From an optimization exercise on the open Yosys and OpenROAD flow, aimed at small area and a short achievable clock period; shortcuts taken in it are not production practice.
RTL that was checked went through simulation tests only; none was proved equivalent to the original.

==> flow/design.v (excerpt) <==
module AXIS_linear_regression_v1_0 #
	(
		parameter M = 8,
		parameter N = 3,
		parameter integer C_S00_AXIS_TDATA_WIDTH	= 32,
		parameter integer C_M00_AXIS_TDATA_WIDTH	= 32,
		parameter integer C_M00_AXIS_START_COUNT	= 32
	)
	(
		input wire  aclk,
		input wire  aresetn,
		output wire  s00_axis_tready,
		input wire [C_S00_AXIS_TDATA_WIDTH-1 : 0] s00_axis_tdata,
		input wire  s00_axis_tlast,
		input wire  s00_axis_tvalid,
		output wire  m00_axis_tvalid,
		output wire [C_M00_AXIS_TDATA_WIDTH-1 : 0] m00_axis_tdata,
		output wire  m00_axis_tlast,
		input wire  m00_axis_tready
	);
Size: about 520 flip-flops.
==> module AXIS_linear_regression_v1_0, before the edit <==
module AXIS_linear_regression_v1_0 #
	(
		parameter M = 8,
		parameter N = 3,
		parameter integer C_S00_AXIS_TDATA_WIDTH	= 32,
		parameter integer C_M00_AXIS_TDATA_WIDTH	= 32,
		parameter integer C_M00_AXIS_START_COUNT	= 32
	)
	(
		input wire  aclk,
		input wire  aresetn,
		output wire  s00_axis_tready,
		input wire [C_S00_AXIS_TDATA_WIDTH-1 : 0] s00_axis_tdata,
		input wire  s00_axis_tlast,
		input wire  s00_axis_tvalid,
		output wire  m00_axis_tvalid,
		output wire [C_M00_AXIS_TDATA_WIDTH-1 : 0] m00_axis_tdata,
		output wire  m00_axis_tlast,
		input wire  m00_axis_tready
	);
    reg        tready_r;
    reg  [2:0] vdly, ldly;
    reg        tvalid_r, tlast_r;
    reg  [31:0] tdata_r;
    reg  [1:0] col;         
    reg  [3:0] row;         
    reg        pending;     
    reg  [1:0] w;           
    assign s00_axis_tready = tready_r;
    assign m00_axis_tvalid = tvalid_r;
    assign m00_axis_tlast  = tlast_r;
    assign m00_axis_tdata  = tdata_r;
    wire take = s00_axis_tvalid & tready_r & ~pending;
    wire xrow = ~row[3];
    wire nz = row != 4'd0;              
    wire [15:0] bus16 = s00_axis_tdata[15:0];
    wire [15:0] enc;
    wire [7:0] encn;
    genvar g;
    generate for (g = 0; g < 8; g = g + 1) begin : be
        wire am1 = (g == 0) ? 1'b0 : bus16[2*g-1];
        wire a0 = bus16[2*g], a1 = bus16[2*g+1];
        assign enc[2*g]   = a0 ^ am1;
        assign enc[2*g+1] = (a1 & ~a0 & ~am1) | (~a1 & a0 & am1);
        assign encn[g]    = a1;
    end endgenerate
    reg [15:0] E0, E1, E2;
    reg [7:0] N0, N1, N2;
    wire ld0 = ~xrow | (col == 2'd0);
    wire ld1 = ~xrow | (col == 2'd1);
    wire ld2 = ~xrow | (col == 2'd2);
    wire flip = take & xrow & (col == 2'd3);
    reg [31:0] R0a, R0b, R0c;           
    reg [31:0] R1a, R1b;                
    reg [31:0] A22;
    reg [31:0] B0, B1, B2;              
    wire [31:0] busx = (col == 2'd3) ? s00_axis_tdata : {{16{s00_axis_tdata[15]}}, bus16};
    reg [31:0] Q0, Q1, Q2;
    reg sx0, sx1, sx2, sx3;             
    reg st0, st1, st2;                  
    reg cR0, cB0, cR1, cB1, cR2, cB2;
    wire st = st0 | st1 | st2;
    always @(posedge aclk) begin
        if (ld0) E0 <= enc;
        if (ld1) E1 <= enc;
        if (ld2) E2 <= enc;
        if (ld0 | flip) N0 <= ld0 ? encn : ~N0;
        if (ld1 | flip) N1 <= ld1 ? encn : ~N1;
        if (ld2 | flip) N2 <= ld2 ? encn : ~N2;
        Q0 <= xrow ? busx : st ? R0b : R0a;
        Q1 <= xrow ? busx : (col == 2'd0) ? R0b : st1 ? R1b : R1a;
        Q2 <= xrow ? busx : (col == 2'd0) ? R0c : (col == 2'd1) ? R1b : A22;
        if (!aresetn) begin
            tready_r <= 1'b0;
            vdly <= 3'b0; ldly <= 3'b0;
            tvalid_r <= 1'b0; tlast_r <= 1'b0;
            col <= 2'd0; row <= 4'd0;
            pending <= 1'b0; w <= 2'd0;
            {sx0, sx1, sx2, sx3, st0, st1, st2} <= 7'b0;
            {cR0, cB0, cR1, cB1, cR2, cB2} <= 6'b0;
        end else begin
            tready_r <= m00_axis_tready;
            vdly <= {vdly[1:0], s00_axis_tvalid};
            ldly <= {ldly[1:0], s00_axis_tlast};
            tvalid_r <= vdly[2];
            tlast_r <= ldly[2];
            sx0 <= take & xrow & (col == 2'd0);
            sx1 <= take & xrow & (col == 2'd1);
            sx2 <= take & xrow & (col == 2'd2);
            sx3 <= take & xrow & (col == 2'd3);
            st0 <= take & ~xrow & (col == 2'd0);
            st1 <= take & ~xrow & (col == 2'd1);
            st2 <= take & ~xrow & (col == 2'd2);
            cR0 <= take & xrow & nz & (col != 2'd3);
            cB0 <= take & (xrow ? nz & (col == 2'd3) : (col != 2'd3));
            cR1 <= take & xrow & nz & (col == 2'd1 || col == 2'd2);
            cB1 <= take & (xrow ? nz & (col == 2'd3) : 1'b1);
            cR2 <= take & xrow & nz & (col == 2'd2);
            cB2 <= take & (xrow ? nz & col[0] : 1'b1);
            if (take) begin
                col <= col + 2'd1;
                if (col == 2'd3) row <= row + 4'd1;
                if (~xrow && col == 2'd3) pending <= 1'b1;
            end
            if (pending & m00_axis_tready) begin
                w <= (w == 2'd2) ? 2'd0 : w + 2'd1;
                if (w == 2'd2) begin
                    pending <= 1'b0;
                    row <= 4'd0;
                    col <= 2'd0;
                end
            end
        end
    end
    wire tload = ~aresetn | (pending & m00_axis_tready);
    wire [31:0] gw = (w == 2'd0) ? B0 : (w == 2'd1) ? B1 : B2;
    always @(posedge aclk)
        if (tload) tdata_r <= gw & {32{aresetn}};
    wire [31:0] c0 = ({32{cR0}} & R0a) | ({32{cB0}} & B0);
    wire [31:0] r0;
    mac u0 (E0, N0, Q0, c0, r0);
    wire [31:0] c1 = ({32{cR1}} & R1a) | ({32{cB1}} & B1);
    wire [31:0] r1;
    mac u1 (E1, N1, Q1, c1, r1);
    wire [31:0] c2 = ({32{cR2}} & A22) | ({32{cB2}} & B2);
    wire [31:0] r2;
    mac u2 (E2, N2, Q2, c2, r2);
    wire wa0 = sx0 | sx1 | sx2;
    wire wa1 = sx1 | sx2;
    wire rot0 = st;
    wire rot1 = st1 | st2;
    always @(posedge aclk) begin
        if (wa0 | rot0) begin
            R0a <= R0b;
            R0b <= R0c;
            R0c <= wa0 ? r0 : R0a;
        end
        if (wa1 | rot1) begin
            R1a <= R1b;
            R1b <= wa1 ? r1 : R1a;
        end
        if (sx2) A22 <= r2;
        if (sx3 | st) begin B0 <= r0; B1 <= r1; B2 <= r2; end
    end
endmodule
==> flow/config.mk <==
export PLATFORM = sky130hd
export DESIGN_NAME = AXIS_linear_regression_v1_0
export DESIGN_NICKNAME = AXIS_linear_regression_v1_0
export VERILOG_FILES = /design/flow/design.v
export SDC_FILE = /design/flow/constraint.sdc
export NUM_CORES = 8
export LEC_CHECK = 0
export CAP_MARGIN = 20
export CORE_MARGIN = 2
export CORE_UTILIZATION = 40
export SLEW_MARGIN = 20
export SYNTH_HIERARCHICAL = 1
export SYNTH_MINIMUM_KEEP_SIZE = 0
==> flow/constraint.sdc <==
create_clock -name core_clock -period 22.0 [get_ports {aclk}]
set_input_delay 4.4000 -clock core_clock [delete_from_list [all_inputs] [get_ports {aclk}]]
set_output_delay 4.4000 -clock core_clock [all_outputs]
set_load 0.01 [all_outputs]
standard.sh (not shown) runs the stock make flow with config.mk's settings and CLKGATE_MAP_FILE= SYNTH_SCRIPT=/design/flow/synth_recipe.tcl, a recipe that flattens the netlist after the stock synthesis.
==> flow/flow/run.sh <==
#!/bin/bash
# The standard layout, with the port buffers made from buf_4 instead of the default cell,
# and the resizer's timing repair aiming at 16.5 ns of setup slack
set -euo pipefail
bash standard.sh finish 'BUFFER_PORTS_ARGS=-buffer_cell sky130_fd_sc_hd__buf_4' SETUP_SLACK_MARGIN=16.5 > standard.log 2>&1
The baseline completed without violations.
Change:
--- a/flow/design.v
+++ b/flow/design.v
@@ -55,46 +55,43 @@
     reg [31:0] R1a, R1b;                
     reg [31:0] A22;
     reg [31:0] B0, B1, B2;              
     wire [31:0] busx = (col == 2'd3) ? s00_axis_tdata : {{16{s00_axis_tdata[15]}}, bus16};
     reg [31:0] Q0, Q1, Q2;
     reg sx0, sx1, sx2, sx3;             
-    reg st0, st1, st2;                  
+    reg st;                             
     reg cR0, cB0, cR1, cB1, cR2, cB2;
-    wire st = st0 | st1 | st2;
     always @(posedge aclk) begin
         if (ld0) E0 <= enc;
         if (ld1) E1 <= enc;
         if (ld2) E2 <= enc;
         if (ld0 | flip) N0 <= ld0 ? encn : ~N0;
         if (ld1 | flip) N1 <= ld1 ? encn : ~N1;
         if (ld2 | flip) N2 <= ld2 ? encn : ~N2;
-        Q0 <= xrow ? busx : st ? R0b : R0a;
-        Q1 <= xrow ? busx : (col == 2'd0) ? R0b : st1 ? R1b : R1a;
+        Q0 <= xrow ? busx : (col == 2'd0) ? R0a : (col == 2'd1) ? R0b : R0c;
+        Q1 <= xrow ? busx : (col == 2'd0) ? R0b : (col == 2'd1) ? R1a : R1b;
         Q2 <= xrow ? busx : (col == 2'd0) ? R0c : (col == 2'd1) ? R1b : A22;
         if (!aresetn) begin
             tready_r <= 1'b0;
             vdly <= 3'b0; ldly <= 3'b0;
             tvalid_r <= 1'b0; tlast_r <= 1'b0;
             col <= 2'd0; row <= 4'd0;
             pending <= 1'b0; w <= 2'd0;
-            {sx0, sx1, sx2, sx3, st0, st1, st2} <= 7'b0;
+            {sx0, sx1, sx2, sx3, st} <= 5'b0;
             {cR0, cB0, cR1, cB1, cR2, cB2} <= 6'b0;
         end else begin
             tready_r <= m00_axis_tready;
             vdly <= {vdly[1:0], s00_axis_tvalid};
             ldly <= {ldly[1:0], s00_axis_tlast};
             tvalid_r <= vdly[2];
             tlast_r <= ldly[2];
             sx0 <= take & xrow & (col == 2'd0);
             sx1 <= take & xrow & (col == 2'd1);
             sx2 <= take & xrow & (col == 2'd2);
             sx3 <= take & xrow & (col == 2'd3);
-            st0 <= take & ~xrow & (col == 2'd0);
-            st1 <= take & ~xrow & (col == 2'd1);
-            st2 <= take & ~xrow & (col == 2'd2);
+            st  <= take & ~xrow & (col != 2'd3);
             cR0 <= take & xrow & nz & (col != 2'd3);
             cB0 <= take & (xrow ? nz & (col == 2'd3) : (col != 2'd3));
             cR1 <= take & xrow & nz & (col == 2'd1 || col == 2'd2);
             cB1 <= take & (xrow ? nz & (col == 2'd3) : 1'b1);
             cR2 <= take & xrow & nz & (col == 2'd2);
             cB2 <= take & (xrow ? nz & col[0] : 1'b1);
@@ -110,38 +107,36 @@
                     row <= 4'd0;
                     col <= 2'd0;
                 end
             end
         end
     end
-    wire tload = ~aresetn | (pending & m00_axis_tready);
+    wire tload = pending & m00_axis_tready;
     wire [31:0] gw = (w == 2'd0) ? B0 : (w == 2'd1) ? B1 : B2;
     always @(posedge aclk)
-        if (tload) tdata_r <= gw & {32{aresetn}};
+        tdata_r <= ({32{tload & aresetn}} & gw) | ({32{~tload & aresetn}} & tdata_r);
     wire [31:0] c0 = ({32{cR0}} & R0a) | ({32{cB0}} & B0);
     wire [31:0] r0;
     mac u0 (E0, N0, Q0, c0, r0);
     wire [31:0] c1 = ({32{cR1}} & R1a) | ({32{cB1}} & B1);
     wire [31:0] r1;
     mac u1 (E1, N1, Q1, c1, r1);
     wire [31:0] c2 = ({32{cR2}} & A22) | ({32{cB2}} & B2);
     wire [31:0] r2;
     mac u2 (E2, N2, Q2, c2, r2);
     wire wa0 = sx0 | sx1 | sx2;
     wire wa1 = sx1 | sx2;
-    wire rot0 = st;
-    wire rot1 = st1 | st2;
     always @(posedge aclk) begin
-        if (wa0 | rot0) begin
+        if (wa0) begin
             R0a <= R0b;
             R0b <= R0c;
-            R0c <= wa0 ? r0 : R0a;
+            R0c <= r0;
         end
-        if (wa1 | rot1) begin
+        if (wa1) begin
             R1a <= R1b;
-            R1b <= wa1 ? r1 : R1a;
+            R1b <= r1;
         end
         if (sx2) A22 <= r2;
         if (sx3 | st) begin B0 <= r0; B1 <= r1; B2 <= r2; end
     end
 endmodule
 module mac(input [15:0] e, input [7:0] n, input [31:0] b, input [31:0] c, output [31:0] r);
Fmax increases by 1.5%.
Clock skew fell by 4.3 ps.
Setup slack gains 84 ps.
Worst hold slack is about the same.
Sequential share of layout area rose by 0.79 points.
Die area falls by 1.5%.
Design area goes down by 4.8%.
Final cell count decreases by 1.8%.
Global-route usage drops by 0.39 points.
Non-clock buffer count went down by 47.
Count of clock-buffer cells in the layout is lower by 4.
The RTL of the first run of this note was laid out without a check of its function.

## static timing again, ports no longer ideal
The flow's constraints put no driver on any port. The routed layouts listed below were extracted and timed again, unchanged, in two steps.
Step 1, drivers: a clkbuf_16 drives aclk and a buf_2 each remaining input, both assumed.
Step 2 also shifts input and output timing later by t, the mid clock arrival at the registers, as if the neighbouring blocks saw the same clock.
a / b / c = ideal ports / drivers / drivers and shift; a / b = the first two.
run | t, ns | slack for setup (ns) | hold slack, ns | latest minus earliest clock arrival (ns) | worst data-port slew with drivers (ns)
the first run | 0.705 | 16.361 / 16.285 / 15.967 | 0.433 / 0.433 / 0.433 | 0.044 / 0.044 | 0.15
the second run | 0.696 | 16.445 / 16.373 / 15.982 | 0.433 / 0.433 / 0.433 | 0.041 / 0.042 | 0.05
After both steps setup and hold are still met in every run listed. For the second run, which loses most, drivers alone change the setup slack by -0.072 ns; drivers and shift together by -0.463 ns.
